From an optimization exercise on the open Yosys and OpenROAD flow, aimed at small area and a short achievable clock period; shortcuts taken in it are not production practice.
Where RTL was checked, it was by simulation tests only, not by an equivalence proof against the original.
For runs 1 and 2, only the layout was checked, not whether the RTL still works.

## flow/design.v (module list and top-level ports; edited modules follow where they fit)
// module fadd_core: 64 lines
// module benc: 17 lines
// module fmul_core: 49 lines
// module mul24: 1432 lines
// module mfa: 3 lines
// module mha: 3 lines
// module mbsel: 3 lines
// module mbseln: 3 lines
// module mxor: 3 lines
// module fpu_addmul: 129 lines
// module skladd: 27 lines
// module lzc32: 29 lines
module fpu_addmul(
  input  wire        clk,
  input  wire        op,      
  input  wire [31:0] s,
  input  wire [31:0] t,
  output wire [31:0] d
);
  // ...
==> flow/flow/run.sh <==
#!/bin/bash
set -euo pipefail
export SETUP_SLACK_MARGIN=7
bash standard.sh > standard.log 2>&1
==> flow/standard.sh <==
#!/bin/bash
# synth_recipe.tcl (not shown) runs the flow's synth.tcl, then flattens the netlist and writes it again
# the make line also repeats each setting of config.mk as NAME=value (left out here)
make -C /OpenROAD-flow-scripts/flow DESIGN_CONFIG=/design/flow/config.mk WORK_HOME=/design/flow/orfs CLKGATE_MAP_FILE= SYNTH_SCRIPT=/design/flow/synth_recipe.tcl "${@:-finish}"
==> flow/config.mk <==
export PLATFORM = sky130hd
export DESIGN_NAME = fpu_addmul
export DESIGN_NICKNAME = fpu_addmul
export VERILOG_FILES = /design/flow/design.v
export SDC_FILE = /design/flow/constraint.sdc
export NUM_CORES = 4
export LEC_CHECK = 0
export CAP_MARGIN = 20
export CORE_MARGIN = 2
export CORE_UTILIZATION = 40
export SLEW_MARGIN = 20
export SYNTH_HIERARCHICAL = 1
export TNS_END_PERCENT = 5
==> flow/constraint.sdc <==
create_clock -name core_clock -period 13.0 [get_ports {clk}]
set_input_delay 2.6000 -clock core_clock [delete_from_list [all_inputs] [get_ports {clk}]]
set_output_delay 2.6000 -clock core_clock [all_outputs]
set_load 0.01 [all_outputs]
==> qor.txt, run 1 <==
Most frequent cells in the layout = xor2_1, fa_1, nand2_1, o22ai_1, nor2_1
Final Core Density = 46.4%
Crit-path max FO = 12
Min Tclk post-route = 6310 ps
N_diodes = 1
Register area = 0.00355 sq mm
N_taps = 1060
Rel. slew slack = 31.0%
DR WL/cell = 24.8 microns
Post-DP HPWL = 85300 microns
Met3 Use GR = 5.48%
Sequential cells = 167
Max Slew Vio Count = 0
GRT met2 Usage = 45.2%
Tcrit/Tclk final = 48.5%
Signal buf overhead = 8.38%
Multi-input gate area = 0.0275 sq mm
Drt pass-1 iters = 6
Slew @ Worst Pin = 1020 ps
Placed Cells incl. Taps = 4780
Pre-CTS setup slack = 5570 ps
First-pass GRT wire length = 185000 microns
Number of global-route vias before repair = 30000
Inverters = 247
Outcome = complete, no violations
Routability cong. = 0.963
Die Y = 288 microns
RSZ-0062 raised after global routing = true
CP startpoint = g1[14]
CP top delay family = adder cells
Worst flop-to-flop path startpoint = g1[14]
Critical path's most frequent cell = fa_1
Antenna violations before repair = 0
Syn Area/Cell = 8.58 sq um
Req. time, crit path = 13360 ps
Remaining antenna violation count = 0
I/O pin cnt = 98
Critical-path top delay cell = fa_1
==> module fadd_core, before the edit <==
module fadd_core(
  input  wire [31:0] g,
  input  wire        is_add,
  input  wire        lsign,
  input  wire [26:0] l27x,
  input  wire        sticky0,
  input  wire        big,
  input  wire        eqm,      
  input  wire        lzero,
  input  wire        lnan,
  input  wire        linf,
  output wire        sign,
  output wire [7:0]  e0,
  output wire [4:0]  esub,
  output wire [25:0] v,
  output wire        rsh,
  output wire        sta,
  output wire        stb,
  output wire        inc,
  output wire        rinc,
  output wire        infa
);
wire [7:0]  eg = g[30:23];
wire [22:0] mg = g[22:0];
wire [26:0] d27;
wire        d27_c;
skladd #(.N(27)) u_add(.a({2'b01, mg, 2'b00}), .b(l27x), .ci(~is_add), .s(d27), .co(d27_c));
wire        sr = d27[26];
wire        eg0 = eg == 8'd0;
wire        egs = eg <= 8'd26;
wire [25:0] capbit = (egs && !eg0) ? (26'd1 << (8'd26 - eg)) : 26'd0;
wire [4:0]  sl;
lzc32 u_lz(.x({d27[25:0] | capbit, 6'b100000}), .n(sl));
wire [25:0] himask = ~(capbit - 26'd1);
wire        capped = egs && !eg0 && ((d27[25:0] & himask) == 26'd0);
wire [24:0] wsub = eg0 ? 25'd0 : (d27[24:0] << sl);
wire g_max = eg == 8'd255;
wire g_nan = g_max & (mg != 23'd0);
wire g_inf = g_max & (mg == 23'd0);
wire d_zero = ~is_add & eqm;
reg [31:0] sv;
reg        special;
always @* begin
  special = 1'b1;
  sv = g;
  if (lnan) sv = {lsign, 8'd255, is_add ? l27x[24:2] : ~l27x[24:2]};
  else if (g_nan) sv = g;
  else if (g_inf & linf) sv = is_add ? {g[31], 8'd255, 23'd0} : 32'h7fc00000;
  else if (g_inf) sv = {g[31], 8'd255, 23'd0};
  else if (lzero | big) sv = g;
  else if (d_zero) sv = 32'd0;
  else special = 1'b0;
end
assign sign = special ? sv[31] : g[31];
assign e0   = special ? sv[30:23] : (is_add ? eg : (eg0 ? 8'd225 : (capped ? 8'd0 : eg)));
assign esub = (special | is_add | eg0 | capped) ? 5'd0 : sl;
assign v    = special ? {1'b0, sv[22:0], 2'b00} : (is_add ? d27[25:0] : {1'b0, wsub});
assign rsh  = ~special & is_add & sr;
assign sta  = sticky0;
assign stb  = sticky0 | d27[0];
assign inc  = ~special & (is_add | ~capped);
assign rinc = ~special & is_add;
assign infa = ~special & is_add;
endmodule
==> module fmul_core, before the edit <==
module fmul_core(
  input  wire [31:0] g,
  input  wire        lsign,
  input  wire [22:0] lman,
  input  wire        sgt,
  input  wire        lzero,
  input  wire        lnan,
  input  wire        linf,
  input  wire        st1,
  input  wire        st0,
  input  wire        ovf1,
  input  wire        ovf0,
  input  wire        udf,
  input  wire [7:0]  nexp0,
  input  wire [11:0] none,
  input  wire [11:0] ntwo,
  input  wire [10:0] neg,
  output wire        sign,
  output wire [7:0]  e0,
  output wire [25:0] v,
  output wire        rsh,
  output wire        sta,
  output wire        stb,
  output wire        ovfm
);
wire [7:0]  eg = g[30:23];
wire [22:0] mg = g[22:0];
wire [47:0] ra, rb;
mul24 u_m(.x(mg), .none(none), .ntwo(ntwo), .neg(neg), .ra(ra), .rb(rb));
wire [47:0] p;
wire        p_c;
skladd #(.N(48)) u_cpa(.a(ra), .b(rb), .ci(1'b0), .s(p), .co(p_c));
wire psign = g[31] ^ lsign;
wire g_max = eg == 8'd255;
wire g_nan = g_max & (mg != 23'd0);
wire g_inf = g_max & (mg == 23'd0);
wire nan_l = lnan & ~sgt;
wire [22:0] nan_m = nan_l ? lman : mg;
wire sp_inf  = g_inf | linf;
wire sp_zero = lzero | udf;
wire sp = g_nan | sp_inf | sp_zero | ovf0;
assign sign = g_nan ? (nan_l ? lsign : g[31]) : psign;
assign e0   = (g_nan | sp_inf | (~sp_zero & ovf0)) ? 8'd255 : (sp_zero ? 8'd0 : nexp0);
assign v    = g_nan ? {2'b01, nan_m[21:0], 2'b00} : (sp ? 26'd0 : p[46:21]);
assign rsh  = ~sp & p[47];
assign sta  = st0;
assign stb  = st1;
assign ovfm = ~sp & ovf1;
endmodule
==> module fpu_addmul, before the edit <==
module fpu_addmul(
  input  wire        clk,
  input  wire        op,      
  input  wire [31:0] s,
  input  wire [31:0] t,
  output wire [31:0] d
);
wire [7:0]  es = s[30:23], et = t[30:23];
wire [22:0] ms = s[22:0],  mt = t[22:0];
wire [30:0] cmp_s;
wire        cmp_c;
skladd #(.N(31)) u_cmp(.a(t[30:0]), .b(~s[30:0]), .ci(1'b1), .s(cmp_s), .co(cmp_c));
wire        sgt = ~cmp_c;                 
wire        eqm = s[30:0] == t[30:0];
wire [31:0] g_a = sgt ? s : t;
wire [31:0] l_a = sgt ? t : s;
wire        is_add = s[31] == t[31];
wire [7:0]  dst, dts;
wire        dst_c, dts_c;
skladd #(.N(8)) u_dst(.a(es), .b(~et), .ci(1'b1), .s(dst), .co(dst_c));
skladd #(.N(8)) u_dts(.a(et), .b(~es), .ci(1'b1), .s(dts), .co(dts_c));
wire        ege = dst_c;                  
wire        eeq = es == et;
wire [7:0]  rs  = ege ? dst : dts;
wire [26:0] l27_st = {2'b01, mt, 2'b00} >> dst[4:0];    
wire [26:0] l27_ts = {2'b01, ms, 2'b00} >> dts[4:0];    
wire [26:0] l27_e = ege ? l27_st : l27_ts;
wire [26:0] l27_a = eeq ? {2'b01, l_a[22:0], 2'b00} : l27_e;
wire [31:0] msr, mtr;
genvar k;
generate for (k = 0; k < 23; k = k + 1) begin : rev
  assign msr[31-k] = ms[k];
  assign mtr[31-k] = mt[k];
end endgenerate
assign msr[8:0] = 9'h100;
assign mtr[8:0] = 9'h100;
wire [4:0] tzs, tzt;
lzc32 u_tzs(.x(msr), .n(tzs));
lzc32 u_tzt(.x(mtr), .n(tzt));
wire       sticky_a = ege ? ({3'b0, tzt} + 8'd3) <= dst : ({3'b0, tzs} + 8'd3) <= dts;
wire [5:0] tzp = {1'b0, tzs} + {1'b0, tzt};
wire [8:0] esum = {1'b0, es} + {1'b0, et};
wire [11:0] none_a, ntwo_a;
wire [10:0] neg_a;
benc u_enc(.m(l_a[22:0]), .none(none_a), .ntwo(ntwo_a), .neg(neg_a));
wire s_zero = s[30:0] == 31'd0, t_zero = t[30:0] == 31'd0;
wire s_nan = (es == 8'd255) & (ms != 23'd0), t_nan = (et == 8'd255) & (mt != 23'd0);
wire s_inf = (es == 8'd255) & (ms == 23'd0), t_inf = (et == 8'd255) & (mt == 23'd0);
reg         op1, sgt1, big1, lsign1, sticky1, eqm1, add1;
reg         lzero1, lnan1, linf1, mst1_1, mst0_1, ovf1_1, ovf0_1, udf1;
reg  [31:0] g1;
reg  [26:0] l27x1;
reg  [7:0]  nexp0_1;
reg  [11:0] none1, ntwo1;
reg  [10:0] neg1;
always @(posedge clk) begin
  op1     <= op;
  sgt1    <= sgt;
  eqm1    <= eqm;
  add1    <= is_add;
  g1      <= g_a;
  lsign1  <= l_a[31];
  l27x1   <= is_add ? l27_a : ~l27_a;
  sticky1 <= sticky_a;
  big1    <= ege ? dst > 8'd24 : dts > 8'd24;
  lzero1  <= sgt ? t_zero : s_zero;
  lnan1   <= sgt ? t_nan  : s_nan;
  linf1   <= sgt ? t_inf  : s_inf;
  mst1_1  <= tzp < 6'd22;    
  mst0_1  <= tzp < 6'd21;    
  ovf1_1  <= esum >= 9'd381;
  ovf0_1  <= esum >= 9'd382;
  udf1    <= esum < 9'd127;
  nexp0_1 <= esum[7:0] - 8'd127;
  none1   <= none_a;
  ntwo1   <= ntwo_a;
  neg1    <= neg_a;
end
wire        a_sign, a_rsh, a_sta, a_stb, a_inc, a_rinc, a_infa;
wire [7:0]  a_e0;
wire [4:0]  a_esub;
wire [25:0] a_v;
wire        m_sign, m_rsh, m_sta, m_stb, m_ovf;
wire [7:0]  m_e0;
wire [25:0] m_v;
fadd_core u_add(.g(g1), .is_add(add1), .lsign(lsign1), .l27x(l27x1), .sticky0(sticky1),
  .big(big1), .eqm(eqm1), .lzero(lzero1), .lnan(lnan1), .linf(linf1),
  .sign(a_sign), .e0(a_e0), .esub(a_esub), .v(a_v), .rsh(a_rsh), .sta(a_sta), .stb(a_stb),
  .inc(a_inc), .rinc(a_rinc), .infa(a_infa));
fmul_core u_mul(.g(g1), .lsign(lsign1), .lman(add1 ? l27x1[24:2] : ~l27x1[24:2]), .sgt(sgt1),
  .lzero(lzero1), .lnan(lnan1), .linf(linf1),
  .st1(mst1_1), .st0(mst0_1), .ovf1(ovf1_1), .ovf0(ovf0_1), .udf(udf1), .nexp0(nexp0_1),
  .none(none1), .ntwo(ntwo1), .neg(neg1),
  .sign(m_sign), .e0(m_e0), .v(m_v), .rsh(m_rsh), .sta(m_sta), .stb(m_stb), .ovfm(m_ovf));
reg         sign2, rsh2, sta2, stb2, sub2, inc2, rinc2, infa2, ovfm2, e253_2, e254_2;
reg  [7:0]  e02;
reg  [4:0]  esub2;
reg  [25:0] v2;
always @(posedge clk) begin
  sign2 <= op1 ? m_sign : a_sign;
  e02   <= op1 ? m_e0   : a_e0;
  esub2 <= op1 ? 5'd0   : a_esub;
  v2    <= op1 ? m_v    : a_v;
  rsh2  <= op1 ? m_rsh  : a_rsh;
  sta2  <= op1 ? m_sta  : a_sta;
  stb2  <= op1 ? m_stb  : a_stb;
  sub2  <= ~op1 & ~add1;
  inc2  <= ~op1 & a_inc;
  rinc2 <= op1 | a_rinc;
  infa2 <= ~op1 & a_infa;
  ovfm2 <= op1 & m_ovf;
  e253_2 <= a_e0 == 8'd253;
  e254_2 <= a_e0 == 8'd254;
end
wire [24:0] w  = rsh2 ? v2[25:1] : v2[24:0];
wire        st = rsh2 ? stb2 : sta2;
wire        flag  = w[1] & (w[0] | (sub2 ? w[2] & ~st : w[2] | st));
wire [23:0] man_r = {1'b0, w[24:2]} + {23'd0, flag};
wire        cri   = inc2 & flag & (&w[24:2]);    
wire [7:0]  e0p1  = e02 + 8'd1;
wire [7:0]  e0p2  = e02 + 8'd2;
wire [7:0]  e0ms  = e02 - {3'd0, esub2};
wire [7:0]  e0ms1 = e0ms + 8'd1;
wire        rr    = rsh2 & rinc2;
wire [7:0]  exp_r = sub2 ? (cri ? e0ms1 : e0ms) :
                    (rr ? (cri ? e0p2 : e0p1) : (cri ? e0p1 : e02));
wire        inf_r = rsh2 & ((infa2 & (cri ? e253_2 : e254_2)) | ovfm2);
assign d = {sign2, inf_r ? 8'd255 : exp_r, inf_r ? 23'd0 : man_r[22:0]};
endmodule
==> inputs of run 2 (changes only) <==
--- a/flow/design.v
+++ b/flow/design.v
@@ -21,15 +21,59 @@
   output wire        infa
 );
+function [48:0] skl_carry;
+  input [47:0] a;
+  input [47:0] b;
+  input        ci;
+  reg   [48:0] cg, cp;
+  integer i, k;
+  begin
+    cg = {a & b, ci};
+    cp = {a ^ b, 1'b0};
+    for (k = 0; k < 6; k = k + 1)
+      for (i = 0; i < 49; i = i + 1)
+        if (((i >> k) & 1) == 1) begin
+          cg[i] = cg[i] | (cp[i] & cg[((i >> k) << k) - 1]);
+          cp[i] = cp[i] & cp[((i >> k) << k) - 1];
+        end
+    skl_carry = cg;
+  end
+endfunction
+function [4:0] lzc32;
+  input [31:0] x;
+  reg [15:0] v0, p0;
+  reg [7:0]  v1; reg [15:0] p1;
+  reg [3:0]  v2; reg [11:0] p2;
+  reg [1:0]  v3; reg [7:0]  p3;
+  integer k;
+  begin
+    for (k = 0; k < 16; k = k + 1) begin
+      v0[k] = x[2*k+1] | x[2*k];
+      p0[k] = ~x[2*k+1];
+    end
+    for (k = 0; k < 8; k = k + 1) begin
+      v1[k] = v0[2*k+1] | v0[2*k];
+      p1[2*k+1 -: 2] = v0[2*k+1] ? {1'b0, p0[2*k+1]} : {1'b1, p0[2*k]};
+    end
+    for (k = 0; k < 4; k = k + 1) begin
+      v2[k] = v1[2*k+1] | v1[2*k];
+      p2[3*k+2 -: 3] = v1[2*k+1] ? {1'b0, p1[4*k+3 -: 2]} : {1'b1, p1[4*k+1 -: 2]};
+    end
+    for (k = 0; k < 2; k = k + 1) begin
+      v3[k] = v2[2*k+1] | v2[2*k];
+      p3[4*k+3 -: 4] = v2[2*k+1] ? {1'b0, p2[6*k+5 -: 3]} : {1'b1, p2[6*k+2 -: 3]};
+    end
+    lzc32 = v3[1] ? {1'b0, p3[7:4]} : {1'b1, p3[3:0]};
+  end
+endfunction
 wire [7:0]  eg = g[30:23];
 wire [22:0] mg = g[22:0];
-wire [26:0] d27;
-wire        d27_c;
-skladd #(.N(27)) u_add(.a({2'b01, mg, 2'b00}), .b(l27x), .ci(~is_add), .s(d27), .co(d27_c));
+wire [26:0] g27 = {2'b01, mg, 2'b00};
+wire [48:0] d27_c = skl_carry({21'd0, g27}, {21'd0, l27x}, ~is_add);
+wire [26:0] d27 = g27 ^ l27x ^ d27_c[26:0];
 wire        sr = d27[26];
 wire        eg0 = eg == 8'd0;
 wire        egs = eg <= 8'd26;
 wire [25:0] capbit = (egs && !eg0) ? (26'd1 << (8'd26 - eg)) : 26'd0;
-wire [4:0]  sl;
-lzc32 u_lz(.x({d27[25:0] | capbit, 6'b100000}), .n(sl));
+wire [4:0]  sl = lzc32({d27[25:0] | capbit, 6'b100000});
 wire [25:0] himask = ~(capbit - 26'd1);
 wire        capped = egs && !eg0 && ((d27[25:0] & himask) == 26'd0);
@@ -105,11 +149,55 @@
   output wire        ovfm
 );
+function [48:0] skl_carry;
+  input [47:0] a;
+  input [47:0] b;
+  input        ci;
+  reg   [48:0] cg, cp;
+  integer i, k;
+  begin
+    cg = {a & b, ci};
+    cp = {a ^ b, 1'b0};
+    for (k = 0; k < 6; k = k + 1)
+      for (i = 0; i < 49; i = i + 1)
+        if (((i >> k) & 1) == 1) begin
+          cg[i] = cg[i] | (cp[i] & cg[((i >> k) << k) - 1]);
+          cp[i] = cp[i] & cp[((i >> k) << k) - 1];
+        end
+    skl_carry = cg;
+  end
+endfunction
+function [4:0] lzc32;
+  input [31:0] x;
+  reg [15:0] v0, p0;
+  reg [7:0]  v1; reg [15:0] p1;
+  reg [3:0]  v2; reg [11:0] p2;
+  reg [1:0]  v3; reg [7:0]  p3;
+  integer k;
+  begin
+    for (k = 0; k < 16; k = k + 1) begin
+      v0[k] = x[2*k+1] | x[2*k];
+      p0[k] = ~x[2*k+1];
+    end
+    for (k = 0; k < 8; k = k + 1) begin
+      v1[k] = v0[2*k+1] | v0[2*k];
+      p1[2*k+1 -: 2] = v0[2*k+1] ? {1'b0, p0[2*k+1]} : {1'b1, p0[2*k]};
+    end
+    for (k = 0; k < 4; k = k + 1) begin
+      v2[k] = v1[2*k+1] | v1[2*k];
+      p2[3*k+2 -: 3] = v1[2*k+1] ? {1'b0, p1[4*k+3 -: 2]} : {1'b1, p1[4*k+1 -: 2]};
+    end
+    for (k = 0; k < 2; k = k + 1) begin
+      v3[k] = v2[2*k+1] | v2[2*k];
+      p3[4*k+3 -: 4] = v2[2*k+1] ? {1'b0, p2[6*k+5 -: 3]} : {1'b1, p2[6*k+2 -: 3]};
+    end
+    lzc32 = v3[1] ? {1'b0, p3[7:4]} : {1'b1, p3[3:0]};
+  end
+endfunction
 wire [7:0]  eg = g[30:23];
 wire [22:0] mg = g[22:0];
 wire [47:0] ra, rb;
 mul24 u_m(.x(mg), .none(none), .ntwo(ntwo), .neg(neg), .ra(ra), .rb(rb));
-wire [47:0] p;
-wire        p_c;
-skladd #(.N(48)) u_cpa(.a(ra), .b(rb), .ci(1'b0), .s(p), .co(p_c));
+wire [48:0] p_c = skl_carry(ra, rb, 1'b0);
+wire [47:0] p = ra ^ rb ^ p_c[47:0];
 wire psign = g[31] ^ lsign;
 wire g_max = eg == 8'd255;
@@ -1583,25 +1671,65 @@
   output wire [31:0] d
 );
+function [48:0] skl_carry;
+  input [47:0] a;
+  input [47:0] b;
+  input        ci;
+  reg   [48:0] cg, cp;
+  integer i, k;
+  begin
+    cg = {a & b, ci};
+    cp = {a ^ b, 1'b0};
+    for (k = 0; k < 6; k = k + 1)
+      for (i = 0; i < 49; i = i + 1)
+        if (((i >> k) & 1) == 1) begin
+          cg[i] = cg[i] | (cp[i] & cg[((i >> k) << k) - 1]);
+          cp[i] = cp[i] & cp[((i >> k) << k) - 1];
+        end
+    skl_carry = cg;
+  end
+endfunction
+function [4:0] lzc32;
+  input [31:0] x;
+  reg [15:0] v0, p0;
+  reg [7:0]  v1; reg [15:0] p1;
+  reg [3:0]  v2; reg [11:0] p2;
+  reg [1:0]  v3; reg [7:0]  p3;
+  integer k;
+  begin
+    for (k = 0; k < 16; k = k + 1) begin
+      v0[k] = x[2*k+1] | x[2*k];
+      p0[k] = ~x[2*k+1];
+    end
+    for (k = 0; k < 8; k = k + 1) begin
+      v1[k] = v0[2*k+1] | v0[2*k];
+      p1[2*k+1 -: 2] = v0[2*k+1] ? {1'b0, p0[2*k+1]} : {1'b1, p0[2*k]};
+    end
+    for (k = 0; k < 4; k = k + 1) begin
+      v2[k] = v1[2*k+1] | v1[2*k];
+      p2[3*k+2 -: 3] = v1[2*k+1] ? {1'b0, p1[4*k+3 -: 2]} : {1'b1, p1[4*k+1 -: 2]};
+    end
+    for (k = 0; k < 2; k = k + 1) begin
+      v3[k] = v2[2*k+1] | v2[2*k];
+      p3[4*k+3 -: 4] = v2[2*k+1] ? {1'b0, p2[6*k+5 -: 3]} : {1'b1, p2[6*k+2 -: 3]};
+    end
+    lzc32 = v3[1] ? {1'b0, p3[7:4]} : {1'b1, p3[3:0]};
+  end
+endfunction
 wire [7:0]  es = s[30:23], et = t[30:23];
 wire [22:0] ms = s[22:0],  mt = t[22:0];
-wire [30:0] cmp_s;
-wire        cmp_c;
-skladd #(.N(31)) u_cmp(.a(t[30:0]), .b(~s[30:0]), .ci(1'b1), .s(cmp_s), .co(cmp_c));
-wire        sgt = ~cmp_c;                 
+wire [48:0] cmp_c = skl_carry({17'd0, t[30:0]}, {17'd0, ~s[30:0]}, 1'b1);
+wire        sgt = ~cmp_c[31];             
 wire        eqm = s[30:0] == t[30:0];
 wire [31:0] g_a = sgt ? s : t;
 wire [31:0] l_a = sgt ? t : s;
 wire        is_add = s[31] == t[31];
-wire [7:0]  dst, dts;
-wire        dst_c, dts_c;
-skladd #(.N(8)) u_dst(.a(es), .b(~et), .ci(1'b1), .s(dst), .co(dst_c));
-skladd #(.N(8)) u_dts(.a(et), .b(~es), .ci(1'b1), .s(dts), .co(dts_c));
-wire        ege = dst_c;                  
-wire        eeq = es == et;
-wire [7:0]  rs  = ege ? dst : dts;
+wire [48:0] dst_c = skl_carry({40'd0, es}, {40'd0, ~et}, 1'b1);
+wire [48:0] dts_c = skl_carry({40'd0, et}, {40'd0, ~es}, 1'b1);
+wire [7:0]  dst = es ^ ~et ^ dst_c[7:0];
+wire [7:0]  dts = et ^ ~es ^ dts_c[7:0];
+wire        ege = dst_c[8];               
 wire [26:0] l27_st = {2'b01, mt, 2'b00} >> dst[4:0];    
 wire [26:0] l27_ts = {2'b01, ms, 2'b00} >> dts[4:0];    
-wire [26:0] l27_e = ege ? l27_st : l27_ts;
-wire [26:0] l27_a = eeq ? {2'b01, l_a[22:0], 2'b00} : l27_e;
+wire [26:0] l27_a  = sgt ? l27_st : l27_ts;
 wire [31:0] msr, mtr;
 genvar k;
@@ -1612,8 +1740,7 @@
 assign msr[8:0] = 9'h100;
 assign mtr[8:0] = 9'h100;
-wire [4:0] tzs, tzt;
-lzc32 u_tzs(.x(msr), .n(tzs));
-lzc32 u_tzt(.x(mtr), .n(tzt));
-wire       sticky_a = ege ? ({3'b0, tzt} + 8'd3) <= dst : ({3'b0, tzs} + 8'd3) <= dts;
+wire [4:0] tzs = lzc32(msr);
+wire [4:0] tzt = lzc32(mtr);
+wire       sticky_a = sgt ? ({3'b0, tzt} + 8'd3) <= dst : ({3'b0, tzs} + 8'd3) <= dts;
 wire [5:0] tzp = {1'b0, tzs} + {1'b0, tzt};
 wire [8:0] esum = {1'b0, es} + {1'b0, et};
@@ -1705,58 +1832,2 @@
 assign d = {sign2, inf_r ? 8'd255 : exp_r, inf_r ? 23'd0 : man_r[22:0]};
 endmodule
-module skladd #(parameter N = 27) (
-  input  wire [N-1:0] a,
-  input  wire [N-1:0] b,
-  input  wire         ci,
-  output wire [N-1:0] s,
-  output wire         co
-);
-localparam L = $clog2(N + 1);
-wire [N:0] g [0:L];
-wire [N:0] p [0:L];
-assign g[0] = {a & b, ci};
-assign p[0] = {a ^ b, 1'b0};
-genvar i, k;
-generate for (k = 0; k < L; k = k + 1) begin : lv
-  for (i = 0; i <= N; i = i + 1) begin : b
-    if ((i >> k) % 2 == 1) begin : m
-      assign g[k+1][i] = g[k][i] | (p[k][i] & g[k][((i >> k) << k) - 1]);
-      assign p[k+1][i] = p[k][i] & p[k][((i >> k) << k) - 1];
-    end else begin : c
-      assign g[k+1][i] = g[k][i];
-      assign p[k+1][i] = p[k][i];
-    end
-  end
-end endgenerate
-assign s  = (a ^ b) ^ g[L][N-1:0];
-assign co = g[L][N];
-endmodule
-module lzc32(
-  input  wire [31:0] x,
-  output wire [4:0]  n
-);
-wire [15:0] v0; wire [15:0] p0;
-wire [7:0]  v1; wire [15:0] p1;
-wire [3:0]  v2; wire [11:0] p2;
-wire [1:0]  v3; wire [7:0]  p3;
-genvar k;
-generate
-  for (k = 0; k < 16; k = k + 1) begin : l0
-    assign v0[k] = x[2*k+1] | x[2*k];
-    assign p0[k] = ~x[2*k+1];
-  end
-  for (k = 0; k < 8; k = k + 1) begin : l1
-    assign v1[k] = v0[2*k+1] | v0[2*k];
-    assign p1[2*k+1:2*k] = v0[2*k+1] ? {1'b0, p0[2*k+1]} : {1'b1, p0[2*k]};
-  end
-  for (k = 0; k < 4; k = k + 1) begin : l2
-    assign v2[k] = v1[2*k+1] | v1[2*k];
-    assign p2[3*k+2:3*k] = v1[2*k+1] ? {1'b0, p1[4*k+3:4*k+2]} : {1'b1, p1[4*k+1:4*k]};
-  end
-  for (k = 0; k < 2; k = k + 1) begin : l3
-    assign v3[k] = v2[2*k+1] | v2[2*k];
-    assign p3[4*k+3:4*k] = v2[2*k+1] ? {1'b0, p2[6*k+5:6*k+3]} : {1'b1, p2[6*k+2:6*k]};
-  end
-endgenerate
-assign n = v3[1] ? {1'b0, p3[7:4]} : {1'b1, p3[3:0]};
-endmodule
==> flow/flow/run.sh (replaced) <==
#!/bin/bash
set -euo pipefail
export SETUP_SLACK_MARGIN=7
export BUFFER_PORTS_ARGS="-buffer_cell sky130_fd_sc_hd__buf_2"
bash standard.sh > standard.log 2>&1
--- a/flow/config.mk
+++ b/flow/config.mk
@@ -8,5 +8,6 @@
 export CAP_MARGIN = 20
 export CORE_MARGIN = 2
-export CORE_UTILIZATION = 40
+export CORE_UTILIZATION = 60
+export PLACE_DENSITY = 0.72
 export SLEW_MARGIN = 20
 export SYNTH_HIERARCHICAL = 1
==> qor.txt, run 2 <==
Synth warn = 9
Syn Area/Cell = 8.58 sq um (about the same)
FP Rows = 84
Final setup fails = 0
CP Launch Type = flip-flop
CORE AREA = 0.0527 sq mm
Max Slew Vio Count = 0 (unchanged)
First-pass GRT wire length = 192000 microns (+3.8%)
Worst path arrival time = 6750 ps
CTS tree = done
Outcome = complete, no violations
Clock Skew = 16.3 ps
Routability cong. = 1.02 (+6.4%)
Post-Synthesis Cells = 3735
Req. time, crit path = 13350 ps (about the same)
Hold Crit Class = flip-flop to flip-flop
Worst-Skew Late Latency = 470 ps
Hold_buf cts = 0
Global-route total usage across every layer = 44.6%
Post-Syn Area = 0.0321 sq mm
Die area = 0.0553 sq mm
Remaining Overflow, GRT = 0
Post-DP HPWL = 87100 microns (+2.1%)
Drt pass-1 iters = 9 (+3)
Number of DRC markers in iteration 0 = 5240
PortBufs = 97
Max FFs per register = 32
Initial Utilization = 60.9%
Tcrit/Tclk final = 49.2% (+0.68 points)
# DRC = 0
Filler Cells Inserted = 4146
P&R area growth vs syn = 11.3%
Commonest non-fill, non-tap cell in the layout = xor2_1
Design area = 0.0357 sq mm
CTS Buf Count = 17
Net count, final = 4321
Max Cap Viol = 0
Max Root-Sink Buffers = 2
Critical path type = flip-flop to flip-flop
I/O pin cnt = 98 (unchanged)
DR WL/cell = 29.0 microns (+17%)
Setup crit end kind = flip-flop
Final hold vios = 0
DP Area = 0.0324 sq mm
Top Registers = g1 (32), l27x1 (27), v2 (26)
Most frequent cells in the layout = xor2_1, nand2_1, o22ai_1, fa_1, nor2_1
Drt via density = 7.38
Antenna violations before repair = 2 (+2)
Layout cells sized above 1 = 20.5%
Clock sinks = 167
Max frequency = 156 MHz
Setup TNS = 0 ps
Crit-path max FO = 5 (-7)
Die X = 235 microns
Root Driver = clkbuf_16
RSZ-0062 raised after global routing = true
Clock slew at reported path FFs = 70 ps
Register area = 0.00347 sq mm (-2.1%)
Pin count of the biggest net entering global routing = 90
Remaining antenna violation count = 0 (unchanged)
Vias = 33200
Largest Register = g1
Multi-input gate area = 0.0276 sq mm (+0.13%)
Slew @ Worst Pin = 1130 ps (+115 ps)
Min Tclk post-route = 6400 ps (+88.5 ps)
CTS H-tree lvls = 4
Number of global-route vias before repair = 32000 (+6.8%)
Die Y = 235 microns (-18%)
Rel. slew slack = 22.2% (-8.9 points)
WL final = 130000 microns
## run 2: cell type report
cell class	instances	area share, %
multi-input combinational	3112	77.3
timing repair inverter	14	0.295
clock inverter	13	0.410
clock buffer	18	1.23
inverter	189	2.20
sequential	167	9.73
antenna	1	0.00701
tap	688	2.41
timing repair buffer	295	6.45
## run 2: critical path, cell delays in order, from the launching register on
cell and delay, ps:
dfxtp_4 380, clkinvlp_4 210, buf_6 210, o22ai_1 180, xor2_1 220, fa_1 440, fa_1 540, fa_1 450
fa_1 520, ha_1 340, and4_1 230, and3_4 190, a221oi_4 530, buf_4 240, a2111oi_4 70, buf_4 200
buf_4 140, o31ai_4 280, nand3b_1 220, xnor2_2 240, o21ai_2 120, mux2_4 310
## run 2: timing repair
item	CTS	global route
endpoints found under the setup margin	136	74
hold endpoints to repair	0	0
gates resized for setup	226	130
buffers inserted	102	30
pin swaps	55	70
cloned	18	0
## run 2: worst paths after layout
path         startpoint     end  slack (ps)  cells past startpoint
min reg2reg      mst1_1    stb2         590                      1
max              g1[14]  v2[24]        6600                     21
max reg2reg      g1[14]  v2[24]        6600                     21
min              mst1_1    stb2         590                      1
## run 2: metal layers
layer | share of wire, % | up-vias | global-route usage [%] | wire [microns]
met5 | 0.045 | - | 0.693 | 58
met4 | 7.4 | 4 | 25.8 | 9610
met3 | 15 | 816 | 14.9 | 19300
met2 | 42 | 2887 | 66.8 | 55000
met1 | 36 | 15800 | 56.1 | 46200
li1 | - | 13700 | - | -
## run 2: through the flow
stage / cells / hold WS (ps) / util (%) / worst slack [ps]
floorplan: 3736 / 499 / - / 7010
finish: 4497 / 593 / 67.8 / 6600
detailed placement: 4315 / 562 / 61.5 / 5550
CTS: 4466 / 580 / 66.0 / 6920
global placement: 4315 / 570 / 61.5 / 5550
global route: 4496 / 624 / 67.8 / 6540
==> inputs of run 3 (changes only) <==
--- a/flow/design.v
+++ b/flow/design.v
@@ -1729,7 +1729,10 @@
 wire [7:0]  dts = et ^ ~es ^ dts_c[7:0];
 wire        ege = dst_c[8];               
+wire        eeq = es == et;
+wire [7:0]  rs  = ege ? dst : dts;
 wire [26:0] l27_st = {2'b01, mt, 2'b00} >> dst[4:0];    
 wire [26:0] l27_ts = {2'b01, ms, 2'b00} >> dts[4:0];    
-wire [26:0] l27_a  = sgt ? l27_st : l27_ts;
+wire [26:0] l27_e = ege ? l27_st : l27_ts;
+wire [26:0] l27_a = eeq ? {2'b01, l_a[22:0], 2'b00} : l27_e;
 wire [31:0] msr, mtr;
 genvar k;
@@ -1742,5 +1745,5 @@
 wire [4:0] tzs = lzc32(msr);
 wire [4:0] tzt = lzc32(mtr);
-wire       sticky_a = sgt ? ({3'b0, tzt} + 8'd3) <= dst : ({3'b0, tzs} + 8'd3) <= dts;
+wire       sticky_a = ege ? ({3'b0, tzt} + 8'd3) <= dst : ({3'b0, tzs} + 8'd3) <= dts;
 wire [5:0] tzp = {1'b0, tzs} + {1'b0, tzt};
 wire [8:0] esum = {1'b0, es} + {1'b0, et};
--- a/flow/config.mk
+++ b/flow/config.mk
@@ -8,6 +8,5 @@
 export CAP_MARGIN = 20
 export CORE_MARGIN = 2
-export CORE_UTILIZATION = 60
-export PLACE_DENSITY = 0.72
+export CORE_UTILIZATION = 40
 export SLEW_MARGIN = 20
 export SYNTH_HIERARCHICAL = 1
==> qor.txt, run 3 <==
I/O pin cnt = 98 (unchanged)
FP Rows = 104 (+24%)
CP Launch Type = flip-flop
Rel. slew slack = 17.5% (-4.7 points)
CP bufs+invs = 2 (-3)
Max FFs per register = 32 (unchanged)
DR WL/cell = 26.8 microns (-7.4%)
Worst flop-to-flop path startpoint = g1[10]
R2r setup slk = 6720 ps (+120 ps)
Synth warn = 9 (unchanged)
P&R area growth vs syn = 10.8%
Drt via density = 6.50 (-12%)
Critical path type = flip-flop to flip-flop
# DRC = 0 (unchanged)
Top Registers = g1 (32), l27x1 (27), v2 (26)
CTS tree = done
Hold Crit Class = flip-flop to flip-flop
Hold Crit Start = lsign1
WL final = 131000 microns (+0.62%)
Clock Skew = 17.9 ps (+1.56 ps)
Max frequency = 159 MHz (+1.9%)
Net count, final = 4335 (+0.32%)
Number of DRC markers in iteration 0 = 3878 (-26%)
Setup crit end kind = flip-flop
CTS H-tree lvls = 4 (unchanged)
Design area = 0.0360 sq mm (+0.87%)
Slew @ Worst Pin = 1220 ps (+90.1 ps)
Outcome = complete, no violations
Die area = 0.0835 sq mm (+51%)
Worst path arrival time = 6640 ps (-110 ps)
Crit path cell chain = clkinvlp_4 -> buf_4 -> o22ai_2 -> xor2_1 -> fa_1 -> fa_1 -> fa_1 -> fa_1 -> fa_1 -> ha_4 -> and4_4 -> nand3_4 -> or3b_4 -> a2111oi_4 -> o31ai_4 -> o31ai_2 -> xnor2_1 -> o21ai_1 -> mux2_4
Routability cong. = 1.03 (+0.28%)
Critical path's most frequent cell = fa_1
DP Area = 0.0332 sq mm (+2.6%)
Drt pass-1 iters = 8 (-1)
Die Y = 289 microns (+23%)
Setup TNS = 0 ps (unchanged)
Final hold vios = 0 (unchanged)
Clock sinks = 167 (unchanged)
R2R Path End = v2[23]
RSZ-0062 raised after global routing = true
Antenna violations before repair = 2 (unchanged)
Max Root-Sink Buffers = 2 (unchanged)
Req. time, crit path = 13360 ps (about the same)
Hold_buf cts = 0 (unchanged)
Vias = 31700 (-4.4%)
Global-route total usage across every layer = 30.6% (-14 points)
PortBufs = 97 (unchanged)
Max Cap Viol = 0 (unchanged)
Post-Synthesis Cells = 3783 (+1.3%)
Worst-Skew Late Latency = 470 ps (about the same)
Clock slew at reported path FFs = 80 ps (about the same)
Root Driver = clkbuf_16
Layout cells sized above 1 = 19.2% (-1.2 points)
Remaining Overflow, GRT = 0 (unchanged)
Die X = 289 microns (+23%)
Critical-path top delay cell = fa_1
Remaining antenna violation count = 0 (unchanged)
CORE AREA = 0.0804 sq mm (+53%)
Filler Cells Inserted = 7887 (+90%)
Hold Crit Depth = 2 (+1)
Crit-path max FO = 6 (+1)
Pin count of the biggest net entering global routing = 99 (+10%)
Hold EP = sign2
Slowest stage delay, CP = 550 ps (about the same)
Largest Register = g1
Min Tclk post-route = 6280 ps (-121 ps)
First-pass GRT wire length = 195000 microns (+1.8%)
Max Slew Vio Count = 0 (unchanged)
Initial Utilization = 40.4% (-20 points)
Number of global-route vias before repair = 30700 (-4.0%)
Cells on worst reg2reg path = 19 (-9.5%)
CP top delay family = adder cells
Syn Area/Cell = 8.58 sq um (about the same)
Final setup fails = 0 (unchanged)
Tcrit/Tclk final = 48.3% (-0.93 points)
Commonest non-fill, non-tap cell in the layout = xor2_1
Post-Syn Area = 0.0325 sq mm (+1.3%)
Most frequent cells in the layout = xor2_1, o22ai_1, fa_1, nand2_1, o21ai_0
CTS Buf Count = 17 (unchanged)
Post-DP HPWL = 93400 microns (+7.2%)
## run 3: layer usage
layer | up-vias | part of all wire, % | wire length (microns) | track usage, %
li1 | 13900 | - | - | -
met4 | 0 | 5.3 | 6920 | 14.7
met5 | - | 0 | 0 | 0
met1 | 15300 | 40 | 52000 | 39.9
met2 | 2022 | 45 | 58900 | 48.5
met3 | 430 | 10 | 13200 | 5.94
## run 3: through the flow
| step | hold WS [ps] | setup WS (ps) | util, % | instances |
|---|---|---|---|---|
| 6_report | 594 | 6720 | 44.8 | 4884 |
| 3_3_place_gp | 576 | 5460 | 41.3 | 4717 |
| 2_1_floorplan | 499 | 7010 | - | 3784 |
| 4_1_cts | 600 | 6770 | 43.4 | 4821 |
| 5_1_grt | 638 | 6600 | 44.8 | 4883 |
| 3_5_place_dp | 580 | 5490 | 41.3 | 4717 |
## run 3: what timing repair did
item | 4_1_cts | 5_1_grt
gates resized for setup | 135 | 127
pin swaps | 27 | 62
buffers inserted | 62 | 61
setup endpoints to repair | 88 | 108
cloned | 11 | 1
## run 3: cell type report
| type | count | area, sq um | area share (%) |
|---|---|---|---|
| Multi-Input combinational cell | 3141 | 27600 | 76.8 |
| Sequential cell | 167 | 3460 | 9.63 |
| Timing Repair Buffer | 291 | 2140 | 5.96 |
| Tap cell | 1060 | 1330 | 3.69 |
| Inverter | 183 | 734 | 2.04 |
| Clock buffer | 17 | 425 | 1.18 |
| Clock inverter | 14 | 186 | 0.518 |
| Timing Repair inverter | 10 | 75.1 | 0.209 |
| Antenna cell | 1 | 2.50 | 0.00695 |
## run 3: worst max path at each step
stage                         to  cells past startpoint    start  slack [ps]
final                     v2[23]                     19   g1[10]        6720
after global routing      v2[23]                     19   g1[10]        6600
after CTS                 v2[23]                     21   g1[17]        6770
after detailed placement  v2[10]                     18   g1[18]        5490
after global placement    v2[10]                     18   g1[18]        5460
after floorplan           v2[23]                     17  neg1[6]        7010
## run 3: worst register-to-register path, delay by kind of cell, from the launching register on
kind | cells | cell delay (ps)
muxes | 1 | 290
and+or+nand+nor | 3 | 780
adders and majority gates | 6 | 2780
buffers and inverters | 2 | 390
xor gates and xnor gates | 2 | 430
DFF | 1 | 420
AOI/OAI and AO/OA | 5 | 1080

## what the ideal ports hide
Ports are ideal in the flow. The routed layouts listed here were re-timed in OpenROAD. Step 1 assumes that a clkbuf_16 drives the clock port and a buf_2 every other input. Step 2 adds t to the input delays and takes it off the output delays; t is the mean of the earliest and latest rising clock arrival at the registers after step 1. Input paths then give back, and output paths get back, about the clock's delay inside the block. a / b / c = ideal / step 1 / step 2; a / b = the first two.
| run | t, ns | slack for setup (ns) | hold slack, ns | worst data-port slew with drivers (ns) |
|---|---|---|---|---|
| run 1 | 0.544 | 6.692 / 6.691 / 6.225 | 0.584 / 0.584 / 0.584 | 0.04 |
| run 2 | 0.520 | 6.603 / 6.603 / 6.385 | 0.593 / 0.593 / 0.593 | 0.04 |
| run 3 | 0.522 | 6.724 / 6.724 / 6.560 | 0.594 / 0.594 / 0.594 | 0.07 |
After both steps every run listed still meets setup and hold. For run 1, which loses most, drivers alone change the setup slack by -0.001 ns; drivers and shift together by -0.467 ns.
